This is an optimization exercise on Yosys and OpenROAD, whose aim is small area, not a production implementation.
For this run, only the layout was checked, not whether the RTL still works.
No activity file was given, so power comes from the tool's default toggle rates.

### flow/run.sh
#!/bin/bash
# synth_recipe.tcl (not shown) runs the flow's synth.tcl, then flattens the netlist and writes it again
# the make line also repeats each setting of config.mk as NAME=value (left out here)
make -C /OpenROAD-flow-scripts/flow DESIGN_CONFIG=/design/flow/config.mk WORK_HOME=/design/flow/orfs CLKGATE_MAP_FILE= SYNTH_SCRIPT=/design/flow/synth_recipe.tcl finish
### flow/constraint.sdc
create_clock -name core_clock -period 8.0 [get_ports {uart_clock_i}]
set_input_delay 1.6000 -clock core_clock [delete_from_list [all_inputs] [get_ports {uart_clock_i}]]
set_output_delay 1.6000 -clock core_clock [all_outputs]
set_load 0.01 [all_outputs]
### flow/config.mk
export PLATFORM = sky130hd
export DESIGN_NAME = TL_UART
export DESIGN_NICKNAME = TL_UART
export VERILOG_FILES = /design/flow/design.v
export SDC_FILE = /design/flow/constraint.sdc
export NUM_CORES = 4
export LEC_CHECK = 0
export CAP_MARGIN = 20
export CORE_MARGIN = 2
export CORE_UTILIZATION = 40
export PLACE_DENSITY = 0.6
export SLEW_MARGIN = 20
### flow/design.v
module fifo_sync #(
    parameter FW = 32,
    parameter DW = 32,
    parameter MD = 0,
    parameter SYNC_RD = 1,
    localparam WT_W = $clog2(FW)-1
) (
    input   wire logic          clk_i,
    input   wire logic          reset_i,
    input   wire logic          wr_en_i,
    input   wire logic [DW-1:0] wr_data_i,
    output  wire logic          full_o,
    input   wire logic          rd_i,
    output  logic      [DW-1:0] rd_data_o,
    output  wire logic          empty_o,
    output  logic               underflow_o,
    output  logic               overflow_o,
    input   wire logic [WT_W:0] threshold_i,
    output  wire logic          threshold_o
);
    reg [DW-1:0] fifo [0:FW-1];
    reg [$clog2(FW):0] read_ptr;
    reg [$clog2(FW):0] write_ptr;
    assign empty_o = (read_ptr == write_ptr);
    assign full_o = (write_ptr[$clog2(FW)] != read_ptr[$clog2(FW)]) & (read_ptr[$clog2(FW)-1:0] == write_ptr[$clog2(FW)-1:0]);
    always_ff @(posedge clk_i) begin
        if (reset_i) begin
            read_ptr <= 0;
            write_ptr <= 0;
        end
        if (~reset_i & wr_en_i & ~full_o) begin
            write_ptr <= write_ptr + 1;
        end
        if (~reset_i & rd_i & ~empty_o) begin
            read_ptr <= read_ptr + 1;
        end
    end
    always_ff @(posedge clk_i) begin
        if (~reset_i & wr_en_i & ~full_o) begin
            fifo[write_ptr[$clog2(FW)-1:0]] <= wr_data_i;
        end
        underflow_o <= empty_o & rd_i;
        overflow_o <= full_o & wr_en_i;
    end
    generate if (SYNC_RD) begin : __sfifo_if_synchronous_reads
        always_ff @(posedge clk_i) begin
            rd_data_o <= fifo[read_ptr[$clog2(FW)-1:0]];
        end
    end else begin : __sfifo_if_synchronous_reads
        assign rd_data_o = fifo[read_ptr[$clog2(FW)-1:0]];
    end endgenerate
    generate if (MD==0) begin : __sfifo_gen_lt
        assign threshold_o = (write_ptr[$clog2(FW)-1:0]-read_ptr[$clog2(FW)-1:0]) < threshold_i;
    end else if (MD==1) begin : __sfifo_gen_mt
        assign threshold_o = (write_ptr[$clog2(FW)-1:0]-read_ptr[$clog2(FW)-1:0]) > threshold_i;
    end else if (MD==3) begin : __sfifo_gen_le
        assign threshold_o = (write_ptr[$clog2(FW)-1:0]-read_ptr[$clog2(FW)-1:0]) <= threshold_i;
    end else if (MD==2) begin : __sfifo_gen_me
        assign threshold_o = (write_ptr[$clog2(FW)-1:0]-read_ptr[$clog2(FW)-1:0]) >= threshold_i;
    end endgenerate
endmodule
module tl_skdbf #(
    parameter DW   = 8,
    parameter SYNC = 0
) (
    input  wire logic          clk_i,
    input  wire logic          rst_i,
    input  wire logic          combinational_ready_i,
    output logic      [DW-1:0] cycle_data_o,
    output logic               cycle_vld_o,
    output logic               registered_ready_o,
    input  wire logic [DW-1:0] registered_data_i,
    input  wire logic          registered_vld_i
);
  reg [DW-1:0] held_data;
  reg held_vld;
  wire hold_data;
  assign hold_data = !combinational_ready_i & registered_ready_o & cycle_vld_o & registered_vld_i;
  assign registered_ready_o = !held_vld;
  always_ff @(posedge clk_i) begin
    if (rst_i) begin
      held_vld  <= '0;
      held_data <= '0;
    end else if (hold_data) begin
      held_data <= registered_data_i;
      held_vld  <= 1'b1;
    end else if (combinational_ready_i) begin
      held_vld <= '0;
    end
  end
  generate
    if (SYNC) begin : __skdbf_if_sync
      always_ff @(posedge clk_i) begin
        cycle_data_o <= held_vld ? held_data : registered_data_i;
        cycle_vld_o  <= rst_i ? 1'b0 : held_vld | registered_vld_i;
      end
    end else begin : __skdbf_if_async
      assign cycle_data_o = held_vld ? held_data : registered_data_i;
      assign cycle_vld_o  = held_vld | registered_vld_i;
    end
  endgenerate
endmodule
module uart_tx (
    input  wire        clock,
    input  wire        resetn,
    input  wire [15:0] bauddiv_i,      
    input  wire        tx_i,
    input  wire [ 7:0] tx_byte_i,
    output wire        tx_dequeue_o,
    output wire        tx_o,
    output wire        tx_busy_o
);
  reg start_q, byte_q, stop_q, cmpl_q, tx_q;
  reg [15:0] counter_q;
  reg [7:0] tx_byte_q;
  reg [2:0] byte_cnt_q;
  wire zero;
  assign zero = counter_q == 16'd0;
  assign tx_o = tx_q;
  assign tx_dequeue_o = cmpl_q;
  assign tx_busy_o = start_q | byte_q | stop_q | cmpl_q;
  always_ff @(posedge clock)
    if (!resetn || !(start_q || byte_q || stop_q) || zero || cmpl_q) counter_q <= bauddiv_i;
    else counter_q <= counter_q - 1'b1;
  always_ff @(posedge clock)
    if (!resetn || !(start_q | stop_q | byte_q | cmpl_q)) tx_q <= 1'b1;
    else if (cmpl_q) tx_q <= 1'b1;
    else if (stop_q) tx_q <= 1'b1;
    else if (byte_q) tx_q <= tx_byte_q[0];
    else if (start_q) tx_q <= 1'b0;
  always_ff @(posedge clock)
    if (!resetn || cmpl_q) start_q <= 1'b0;
    else if (!start_q) start_q <= tx_i;
  always_ff @(posedge clock)
    if (!resetn || cmpl_q) byte_q <= 1'b0;
    else if (!byte_q) byte_q <= start_q && zero;
  always_ff @(posedge clock)
    if (!resetn || cmpl_q) stop_q <= 1'b0;
    else if (!stop_q) stop_q <= byte_q && zero && (byte_cnt_q == 3'd7);
  always_ff @(posedge clock)
    if (!resetn || cmpl_q) byte_cnt_q <= 3'd0;
    else if (byte_q && zero) byte_cnt_q <= byte_cnt_q + 3'd1;
  always_ff @(posedge clock)
    if (!resetn || (tx_i && !start_q)) tx_byte_q <= tx_byte_i;
    else if (byte_q && zero) tx_byte_q <= {1'b0, tx_byte_q[7:1]};
  always_ff @(posedge clock)
    if (!resetn || cmpl_q) cmpl_q <= 1'b0;
    else if (!cmpl_q) cmpl_q <= stop_q && zero;
endmodule
module uart_rx (
    input  wire        clock,
    input  wire        resetn,
    input  wire [15:0] bauddiv_i,   
    input  wire        rx_i,
    output wire [ 7:0] rx_byte_o,
    output wire        rx_o,
    output wire        rx_busy_o
);
  (* ASYNC_REG = "TRUE" *) reg rx_q, rx_qq;
  reg sample_q, start_q, stop_q, hbit_q, cmpl_q;
  reg [15:0] counter_q;
  reg [ 7:0] rx_byte_q;
  reg [ 2:0] byte_cnt_q;
  wire rx, zero, sample_en, shift_en, last_shift;
  assign rx = !rx_qq;
  assign zero = counter_q == '0;
  assign sample_en = counter_q == {1'b0, bauddiv_i[15:1]};
  assign shift_en = zero && sample_q && start_q && !stop_q;
  assign last_shift = byte_cnt_q == 3'd7 && shift_en;
  assign rx_o = cmpl_q;
  assign rx_byte_o = rx_byte_q;
  assign rx_busy_o = sample_q | start_q | stop_q | hbit_q | cmpl_q;
  always_ff @(posedge clock)
    if (!resetn) rx_q <= 1'b1;
    else rx_q <= rx_i;
  always_ff @(posedge clock)
    if (!resetn) rx_qq <= 1'b1;
    else rx_qq <= rx_q;
  always_ff @(posedge clock)
    if ((!rx & !(sample_q | start_q)) || zero || !resetn || (sample_en & sample_q & rx & !start_q) || rx_o)
      counter_q <= bauddiv_i;
    else counter_q <= counter_q - 1'b1;
  always_ff @(posedge clock)
    if (rx_o || !resetn) sample_q <= 1'b0;
    else if (!sample_q) sample_q <= rx;
  always_ff @(posedge clock)
    if (rx_o || !resetn) start_q <= 1'b0;
    else if (!start_q) start_q <= sample_en & sample_q & rx;
  always_ff @(posedge clock)
    if (rx_o || !resetn) rx_byte_q <= 8'd0;
    else if (shift_en) rx_byte_q <= {rx_qq, rx_byte_q[7:1]};
  always_ff @(posedge clock)
    if (rx_o || !resetn) byte_cnt_q <= 3'd0;
    else if (shift_en) byte_cnt_q <= byte_cnt_q + 1'b1;
  always_ff @(posedge clock)
    if (rx_o || !resetn) stop_q <= 1'b0;
    else if (!stop_q) stop_q <= last_shift;
  always_ff @(posedge clock)
    if (rx_o || !resetn) hbit_q <= 1'b0;
    else if (stop_q && (counter_q == '0)) hbit_q <= 1'b1;
  always_ff @(posedge clock)
    if (rx_o || !resetn) cmpl_q <= 1'b0;
    else if (hbit_q && (counter_q == {1'b0, bauddiv_i[15:1]})) cmpl_q <= 1'b1;
endmodule
`default_nettype none
module TL_UART #(
    parameter [15:0] C_DEFAULT_BAUD_RATE = 16'd868,
    parameter C_DEFAULT_TX_ON = 1,
    parameter C_DEFAULT_RX_ON = 1,
    parameter C_TILELINK_ID_WIDTH = 1
) (
    input  wire                           uart_clock_i,
    input  wire                           uart_reset_i,
    input  wire [                    2:0] uart_a_opcode,
    input  wire [                    2:0] uart_a_param,
    input  wire [                    2:0] uart_a_size,
    input  wire [C_TILELINK_ID_WIDTH-1:0] uart_a_source,
    input  wire [                   11:0] uart_a_address,
    input  wire [                    3:0] uart_a_mask,
    input  wire [                   31:0] uart_a_data,
    input  wire                           uart_a_corrupt,
    input  wire                           uart_a_valid,
    output wire                           uart_a_ready,
    output wire [                    2:0] uart_d_opcode,
    output wire [                    1:0] uart_d_param,
    output wire [                    2:0] uart_d_size,
    output wire [C_TILELINK_ID_WIDTH-1:0] uart_d_source,
    output wire                           uart_d_denied,
    output wire [                   31:0] uart_d_data,
    output wire                           uart_d_corrupt,
    output wire                           uart_d_valid,
    input  wire                           uart_d_ready,
    input  wire                           UART_RX,
    output wire                           UART_TX,
    output wire                           UART_RX_IRQ,
    output wire                           UART_TX_IRQ
);
  localparam AW = 12;
  localparam IW = C_TILELINK_ID_WIDTH;
  wire          a_ready;
  wire          a_valid;
  wire [   2:0] a_opcode;
  /*verilator lint_off UNUSED*/
  wire [   2:0] a_param;
  /*verilator lint_on UNUSED*/
  wire [   2:0] a_size;
  wire [IW-1:0] a_source;
  wire [  11:0] a_address;
  wire [   3:0] a_mask;
  wire [  31:0] a_data;
  wire          a_corrupt;
  wire          d_ready;
  reg  [   2:0] d_opcode_q;
  reg  [   1:0] d_param_q;
  reg  [   2:0] d_size_q;
  reg  [IW-1:0] d_source_q;
  reg           d_denied_q;
  reg  [  15:0] d_data_q;
  reg           d_corrupt_q;
  reg           d_valid_q;
localparam [2:0] Get = 3'd4;
localparam [2:0] PutFullData = 3'd0;
localparam [2:0] PutPartialData = 3'd1;
localparam [2:0] ArithmeticData = 3'd2;
localparam [2:0] LogicalData = 3'd3;
localparam [2:0] AMOXOR = 3'd0;
localparam [2:0] AMOOR = 3'd1;
localparam [2:0] AMOAND = 3'd2;
localparam [2:0] AMOSWAP = 3'd3;
localparam [2:0] AMOMIN = 3'd0;
localparam [2:0] AMOMAX = 3'd1;
localparam [2:0] AMOMINU = 3'd2;
localparam [2:0] AMOMAXU = 3'd3;
localparam [2:0] AMOADD = 3'd4;
function automatic TL_isWriteTo(input [AW-1:0] address, input [AW-1:0] address_t);
  TL_isWriteTo = (address == address_t) && a_valid && (d_ready || !d_valid_q) && (a_opcode==PutFullData || a_opcode==PutPartialData || a_opcode==ArithmeticData || a_opcode==LogicalData);
endfunction
function automatic TL_isReadTo(input [AW-1:0] address, input [AW-1:0] address_t);
  TL_isReadTo = (address == address_t) && a_valid && (d_ready || !d_valid_q) && (a_opcode == Get || a_opcode==ArithmeticData || a_opcode==LogicalData);
endfunction
function automatic [2:0] TL_RetCode();
  TL_RetCode = (a_opcode == PutFullData || a_opcode == PutPartialData) ? 3'd0 : 3'd1;
endfunction
  assign d_ready = uart_d_ready;
  assign a_ready = d_ready || !d_valid_q;
  assign uart_d_opcode = d_opcode_q;
  assign uart_d_param = d_param_q;
  assign uart_d_size = d_size_q;
  assign uart_d_source = d_source_q;
  assign uart_d_denied = d_denied_q;
  assign uart_d_data = {16'd0, d_data_q};
  assign uart_d_corrupt = d_corrupt_q;
  assign uart_d_valid = d_valid_q;
  tl_skdbf #(
      .DW  (58 + IW),
      .SYNC(0)
  ) skdbf_inst (
      .clk_i(uart_clock_i),
      .rst_i(uart_reset_i),
      .combinational_ready_i(a_ready),
      .cycle_data_o({a_opcode, a_param, a_size, a_source, a_address, a_mask, a_data, a_corrupt}),
      .cycle_vld_o(a_valid),
      .registered_ready_o(uart_a_ready),
      .registered_data_i({
        uart_a_opcode,
        uart_a_param,
        uart_a_size,
        uart_a_source,
        uart_a_address,
        uart_a_mask,
        uart_a_data,
        uart_a_corrupt
      }),
      .registered_vld_i(uart_a_valid)
  );
  localparam [11:0] REG_UART_CTRL = 12'h000;  
  localparam [11:0] REG_UART_STATUS = 12'h004;   
  localparam [11:0] REG_UART_FIFOAX = 12'h008;   
  localparam [11:0] REG_UART_BAUDDIV = 12'h00C;   
  logic [15:0] UARTCTRL_q, UARTSTATS_q, FIFOAX_q, BAUDDIV_q, DATA_r;
  wire tx_dequeue, rx_enqueue, tx_full, tx_empty, rx_full, rx_empty, tx_underflow, tx_overflow, rx_underflow, rx_overflow, rx_threshold, tx_threshold, rx_busy, tx_busy;
  wire [7:0] rx_char, tx_char, rx_head;
  assign FIFOAX_q[7:0] = rx_empty ? 8'd0 : rx_head;
  reg
      RX_q,
      TX_q,
      RX_WATERMARK_IRQ_q,
      TX_WATERMARK_IRQ_q,
      RX_WATERMARK_IRQEN_q,
      TX_WATERMARK_IRQEN_q;
  reg [4:0] RX_WATERMARK_q, TX_WATERMARK_q;
  assign UARTCTRL_q = {
    2'd0, TX_WATERMARK_IRQEN_q, RX_WATERMARK_IRQEN_q, TX_WATERMARK_q, RX_WATERMARK_q, TX_q, RX_q
  };
  assign FIFOAX_q[15:8] = 8'd0;
  assign UARTSTATS_q = {
    8'd0,
    tx_busy,
    TX_WATERMARK_IRQ_q,
    tx_empty,
    tx_full,
    rx_busy,
    RX_WATERMARK_IRQ_q,
    rx_empty,
    rx_full
  };
  assign UART_RX_IRQ = RX_WATERMARK_IRQ_q;
  assign UART_TX_IRQ = TX_WATERMARK_IRQ_q;
  logic [15:0] w_val;
  assign w_val = a_data[15:0];
  always_ff @(posedge uart_clock_i)
    if (uart_reset_i) TX_q <= C_DEFAULT_TX_ON == 1 ? 1'b1 : 1'b0;
    else if (TL_isWriteTo(a_address, REG_UART_CTRL)) TX_q <= w_val[1];
  always_ff @(posedge uart_clock_i)
    if (uart_reset_i) RX_q <= C_DEFAULT_RX_ON == 1 ? 1'b1 : 1'b0;
    else if (TL_isWriteTo(a_address, REG_UART_CTRL)) RX_q <= w_val[0];
  always_ff @(posedge uart_clock_i)
    if (uart_reset_i) RX_WATERMARK_q <= 5'd0;
    else if (TL_isWriteTo(a_address, REG_UART_CTRL)) RX_WATERMARK_q <= w_val[6:2];
  always_ff @(posedge uart_clock_i)
    if (uart_reset_i) TX_WATERMARK_q <= 5'd0;
    else if (TL_isWriteTo(a_address, REG_UART_CTRL)) TX_WATERMARK_q <= w_val[11:7];
  always_ff @(posedge uart_clock_i)
    if (uart_reset_i) RX_WATERMARK_IRQEN_q <= 1'b0;
    else if (TL_isWriteTo(a_address, REG_UART_CTRL)) RX_WATERMARK_IRQEN_q <= w_val[12];
  always_ff @(posedge uart_clock_i)
    if (uart_reset_i) TX_WATERMARK_IRQEN_q <= 1'b0;
    else if (TL_isWriteTo(a_address, REG_UART_CTRL)) TX_WATERMARK_IRQEN_q <= w_val[13];
  always_ff @(posedge uart_clock_i)
    if (uart_reset_i) RX_WATERMARK_IRQ_q <= 1'b0;
    else if (TL_isWriteTo(a_address, REG_UART_STATUS)) RX_WATERMARK_IRQ_q <= w_val[2];
    else if (RX_WATERMARK_IRQEN_q & rx_threshold & !RX_WATERMARK_IRQ_q) RX_WATERMARK_IRQ_q <= 1'b1;
    else if (!RX_WATERMARK_IRQEN_q) RX_WATERMARK_IRQ_q <= 1'b0;
  always_ff @(posedge uart_clock_i)
    if (uart_reset_i) TX_WATERMARK_IRQ_q <= 1'b0;
    else if (TL_isWriteTo(a_address, REG_UART_STATUS)) TX_WATERMARK_IRQ_q <= w_val[6];
    else if (TX_WATERMARK_IRQEN_q & tx_threshold) TX_WATERMARK_IRQ_q <= 1'b1;
    else if (!TX_WATERMARK_IRQEN_q) TX_WATERMARK_IRQ_q <= 1'b0;
  always_ff @(posedge uart_clock_i)
    if (uart_reset_i) BAUDDIV_q <= C_DEFAULT_BAUD_RATE;
    else if (TL_isWriteTo(a_address, REG_UART_BAUDDIV)) BAUDDIV_q <= w_val[15:0];
  always_comb
    if (TL_isReadTo(a_address, REG_UART_CTRL)) DATA_r = UARTCTRL_q;
    else if (TL_isReadTo(a_address, REG_UART_STATUS)) DATA_r = UARTSTATS_q;
    else if (TL_isReadTo(a_address, REG_UART_FIFOAX)) DATA_r = FIFOAX_q;
    else if (TL_isReadTo(a_address, REG_UART_BAUDDIV)) DATA_r = BAUDDIV_q;
    else DATA_r = 16'd0;
  always_ff @(posedge uart_clock_i)
    if (uart_reset_i) begin
      d_valid_q <= 1'b0;
    end else if (a_valid && (d_ready || !d_valid_q)) begin
      d_valid_q <= 1'b1;
      d_opcode_q <= TL_RetCode();
      d_param_q <= '0;
      d_size_q <= a_size;
      d_source_q <= a_source;
      d_denied_q <= 1'b0;
      d_data_q <= DATA_r;
      d_corrupt_q <= 1'b0;
    end else if (d_ready) begin
      d_valid_q <= 1'b0;
    end
  fifo_sync #(
      .FW(32),
      .DW(8),
      .MD(1),
      .SYNC_RD(0)
  ) rx_fifo_inst (
      .clk_i(uart_clock_i),
      .reset_i(uart_reset_i),
      .wr_en_i(UARTCTRL_q[0] & rx_enqueue),
      .wr_data_i(rx_char),
      .full_o(rx_full),
      .rd_i(TL_isReadTo(a_address, REG_UART_FIFOAX)),
      .rd_data_o(rx_head),
      .empty_o(rx_empty),
      .underflow_o(rx_underflow),
      .overflow_o(rx_overflow),
      .threshold_i(UARTCTRL_q[6:2]),
      .threshold_o(rx_threshold)
  );
  fifo_sync #(
      .FW(32),
      .DW(8),
      .MD(1),
      .SYNC_RD(0)
  ) tx_fifo_inst (
      .clk_i(uart_clock_i),
      .reset_i(uart_reset_i),
      .wr_en_i(TL_isWriteTo(a_address, REG_UART_FIFOAX)),
      .wr_data_i(a_data[7:0]),
      .full_o(tx_full),
      .rd_i(tx_dequeue),
      .rd_data_o(tx_char),
      .empty_o(tx_empty),
      .underflow_o(tx_underflow),
      .overflow_o(tx_overflow),
      .threshold_i(UARTCTRL_q[11:7]),
      .threshold_o(tx_threshold)
  );
  uart_rx uart_reciever (
      .clock(uart_clock_i),
      .resetn(!uart_reset_i),
      .bauddiv_i(BAUDDIV_q),
      .rx_i(UART_RX),
      .rx_byte_o(rx_char),
      .rx_o(rx_enqueue),
      .rx_busy_o(rx_busy)
  );
  uart_tx uart_trasmitter (
      .clock(uart_clock_i),
      .resetn(!uart_reset_i),
      .bauddiv_i(BAUDDIV_q),
      .tx_i(UARTCTRL_q[1] & !tx_empty),
      .tx_byte_i(tx_char),
      .tx_dequeue_o(tx_dequeue),
      .tx_o(UART_TX),
      .tx_busy_o(tx_busy)
  );
  /*verilator lint_off UNUSED*/
  wire unused;
  assign unused = (|a_data[31:16]) | tx_underflow | rx_underflow | tx_overflow | rx_overflow | (|a_mask) | a_corrupt;
  /*verilator lint_on UNUSED*/
endmodule
==> metrics.csv <==
metric,value,unit
max_stage_delay,760,ps
rrSetupSlack,4140,ps
final.setup_skew,23.8,ps
cts_resized,0,
ios,112,
synth-edff-count,565,
stdcell_area,33100,um2
p_seq_share,51.1,%
worstMarginPinSlew,1010,ps
antenna-diode-count,0,
cellPowerDensity,235,nW/um2
muxShareOfSynthArea,14.5,%
row_count,98,
seq_area_frac_synth,67.8,%
wl,64800,um
synth_top_family_by_area,multiplexers,
grt_max_degree,65,
crit_path_start,uart_a_address[9],
clock_path_buffers,3,
slowest_stage,nor2_1,
grt.total_usage,17.2,%
die_w,274,um
leakagePower,0.0106,uW
fill_cells,6195,
hp-class,flip-flop to flip-flop,
maxCapViolCount,0,
grt_pass1_wl,96800,um
path_max_fanout,8,
power,7790,uW
syn_area,29100,um2
r2r-start,skdbf_inst.held_vld$_SDFFE_PP0P_,
overflow,0,
grt_antenna_before_repair,2,
switching_share,21.3,%
synth_top_area_share,58.3,%
ant_nets,0,
dieArea,74900,um2
synth-async-reset-ratio,0,%
synth-xor-area-share,2.23,%
cpLargestDelayFamily,simple AND/OR/NAND/NOR gates,
setup_viol,0,
instances_no_fill,2909,
cts_setup_buffers,0,
cts_tree,done,
maxSlewHeadroom,32.6,%
syn_avg_cell_area,15.9,um2
insertion_delay,620,ps
htreeDepth,3,
yosys.area_share.simple,7.52,%
synth.area.top_cells,"edfxtp_1 (58%), mux4_2 (11%), dfxtp_1 (9.4%)",
yosysWarnings,5,
io_buffers,65,
synth-main-ff-cell,edfxtp_1,
fin_util,46.1,%
status,timing/DRC/antenna clean,
clkPwrFrac,44.8,%
clock.fmax,0.215,GHz
p_int,6130,uW
place_area,30600,um2
numCtsBuffers,74,
first_global_vias,15806,
required,8230,ps
fin_setup_tns,0,ps
r2r_cells,7,
synth_top_area_cell,edfxtp_1,
endpoint,tx_fifo_inst.fifo[27][7]$_DFFE_PP_,
drc,0,
drt_iter0_drc,1411,
hold_viol_final,0,
ys_ff_latch,702,
area_growth,13.8,%
postSynthCellCount,1828,
path_cells,clkdlybuf4s50_1 > nor4_1 > nand4_1 > a221oi_4 > and2_1 > nand2_1 > nor2_1,
start_util,40.6,%
wl_per_cell,22.3,um
arrival,4870,ps
vias,15642,
ys_types,69,
cp_num_cells,7,
routed_via_density,5.38,
path_clk_slew,60,ps
ctsHoldBuffers,0,
core_area,71700,um2
maxSlewViolCount,0,
timing.final.crit_period,4650,ps
vdd_drop_max,0.000161,V
place_inst,2772,
drive_above_1_share,17.5,%
synth_adder_area_share,1.60,%
pwr-share-comb,4.1,%
cts_sinks,702,
critPathLaunchType,input port,
grt_setup_unrepaired,false,
synth-compound-area-share,3.99,%
r2r-end,tx_fifo_inst.fifo[27][7]$_DFFE_PP_,
nets,1999,
power.switching,1660,uW
gp_congestion,0.800,
dp_hpwl,41200,um
timing.final.crit_share,58.1,%
drtPass1Iterations,6,
cp-end-kind,flip-flop,
crit_buf_inv,1,
die_height,274,um
cts_root_buffer,clkbuf_16,
critPathKind,input port to flip-flop,
==> worst register-to-register path, stage by stage (launching register included) <==
cell and delay, ps:
dfxtp_2 620, buf_4 400, mux2i_1 530, nand3_1 170
nor3_1 370, and2_1 240, nand2_1 370, nor2_1 760
==> cell usage after synthesis, types with 22 or more instances <==
cell type	number
a21oi_1	80
buf_2	22
buf_4	31
clkbuf_1	43
dfxtp_1	137
edfxtp_1	565
ha_1	34
inv_1	36
mux2_2	26
mux2i_1	51
mux4_2	147
nand2_1	148
nor2_1	171
nor3_1	22
xnor2_1	43
xor2_1	31
==> cell type report <==
| type | count | area (um2) | share of cell area (%) |
|---|---|---|---|
| well taps | 950 | 1190 | 3.59 |
| flip-flops and latches | 702 | 19700 | 59.6 |
| inverters | 36 | 135 | 0.408 |
| clock inverters | 43 | 478 | 1.44 |
| multi-input cells | 1004 | 8760 | 26.5 |
| clock buffers | 93 | 2030 | 6.13 |
| repair buffers | 81 | 779 | 2.35 |
==> sequential cells by signal, indices dropped and copies added, names as in the netlist, 8 cells and up, named ones only <==
name and flops:
d_data_q 16, skdbf_inst.held_data 35, uart_reciever.rx_byte_q 8, tx_fifo_inst.fifo 256
BAUDDIV_q 16, uart_trasmitter.counter_q 16, uart_reciever.counter_q 16, rx_fifo_inst.fifo 256
uart_trasmitter.tx_byte_q 8
==> cell usage in the layout, fill, tap and decap left out, types with 21 or more instances in the layout <==
cell type        netlist  layout
clkdlybuf4s50_1        0      64
mux2i_1               51      51
clkbuf_16              0      77
nand2_1              148     148
conb_1                 1      22
edfxtp_1             565     565
mux4_2               147     147
dfxtp_1              137     127
a21oi_1               80      80
ha_1                  34      34
nor3_1                22      21
mux2_2                26      26
xnor2_1               43      43
inv_1                 36      33
xor2_1                31      31
nor2_1               171     171
==> cells by family after synthesis <==
family,count (synthesis)
buffers and inverters,143
AOI/OAI and AO/OA,175
xor gates and xnor gates,74
adders and majority gates,36
other,1
muxes,230
DFF,702
and+or+nand+nor,467
==> layer usage <==
layer | wire length, um | share of wire, % | global-route usage, % | up-vias
li1 | - | - | - | 7084
met1 | 27600 | 43 | 22.8 | 7998
met2 | 30800 | 48 | 27.6 | 437
met3 | 4750 | 7.3 | 4.84 | 119
met4 | 1640 | 2.5 | 5.46 | 4
met5 | 31 | 0.048 | 0 | -
==> stage by stage <==
stage	setup WS [ps]	hold WS, ps
after detailed placement	2790	399
after global placement	2770	400
after CTS	3420	414
final	3350	411
after floorplan	4060	389
after global routing	3140	433
==> power groups by stage <==
stage / logic, uW / clock network (uW) / registers, uW
finish: 316 / 3490 / 3980
detailed placement: 316 / 0 / 4060
floorplan: 220 / 0 / 4040
global route: 344 / 3690 / 3990
CTS: 317 / 3570 / 3980
global placement: 309 / 0 / 4060
==> how the worst min path moves through the flow <==
stage / from / endpoint / slack (ps) / cells past startpoint
floorplan: uart_reciever.rx_q$_SDFF_PP1_ / uart_reciever.rx_qq$_SDFF_PP1_ / 390 / 1
global placement: uart_reciever.rx_q$_SDFF_PP1_ / uart_reciever.rx_qq$_SDFF_PP1_ / 400 / 1
detailed placement: uart_reciever.rx_q$_SDFF_PP1_ / uart_reciever.rx_qq$_SDFF_PP1_ / 400 / 1
CTS: uart_reciever.rx_q$_SDFF_PP1_ / uart_reciever.rx_qq$_SDFF_PP1_ / 410 / 1
global route: uart_reciever.rx_q$_SDFF_PP1_ / uart_reciever.rx_qq$_SDFF_PP1_ / 430 / 1
finish: uart_reciever.rx_q$_SDFF_PP1_ / uart_reciever.rx_qq$_SDFF_PP1_ / 410 / 1

port drivers added, routing unchanged:
How much do the figures lean on ideal ports? The routed layout below was timed once more, with nothing changed but the port constraints. Step 1 sets driving cells, clkbuf_16 on the clock port and buf_2 on the other inputs (assumed; they add their load-dependent delay and slew). Step 2, shift: input delay + t, output delay - t, t = (earliest + latest rising clock arrival at the registers) / 2. This alone moves slack from input paths to output paths. Three values: ideal, step 1, step 2; two values: the first two.
t (ns): 0.673
slack for setup (ns): 3.352 / 3.387 / 2.713
slew at the worst register clock pin (ns): 0.06 / 0.06
cell pins on the clock port's net: 1
After both steps setup and hold are still met in this run. The setup slack of this run moves by +0.035 ns with the drivers and by -0.639 ns with both steps.
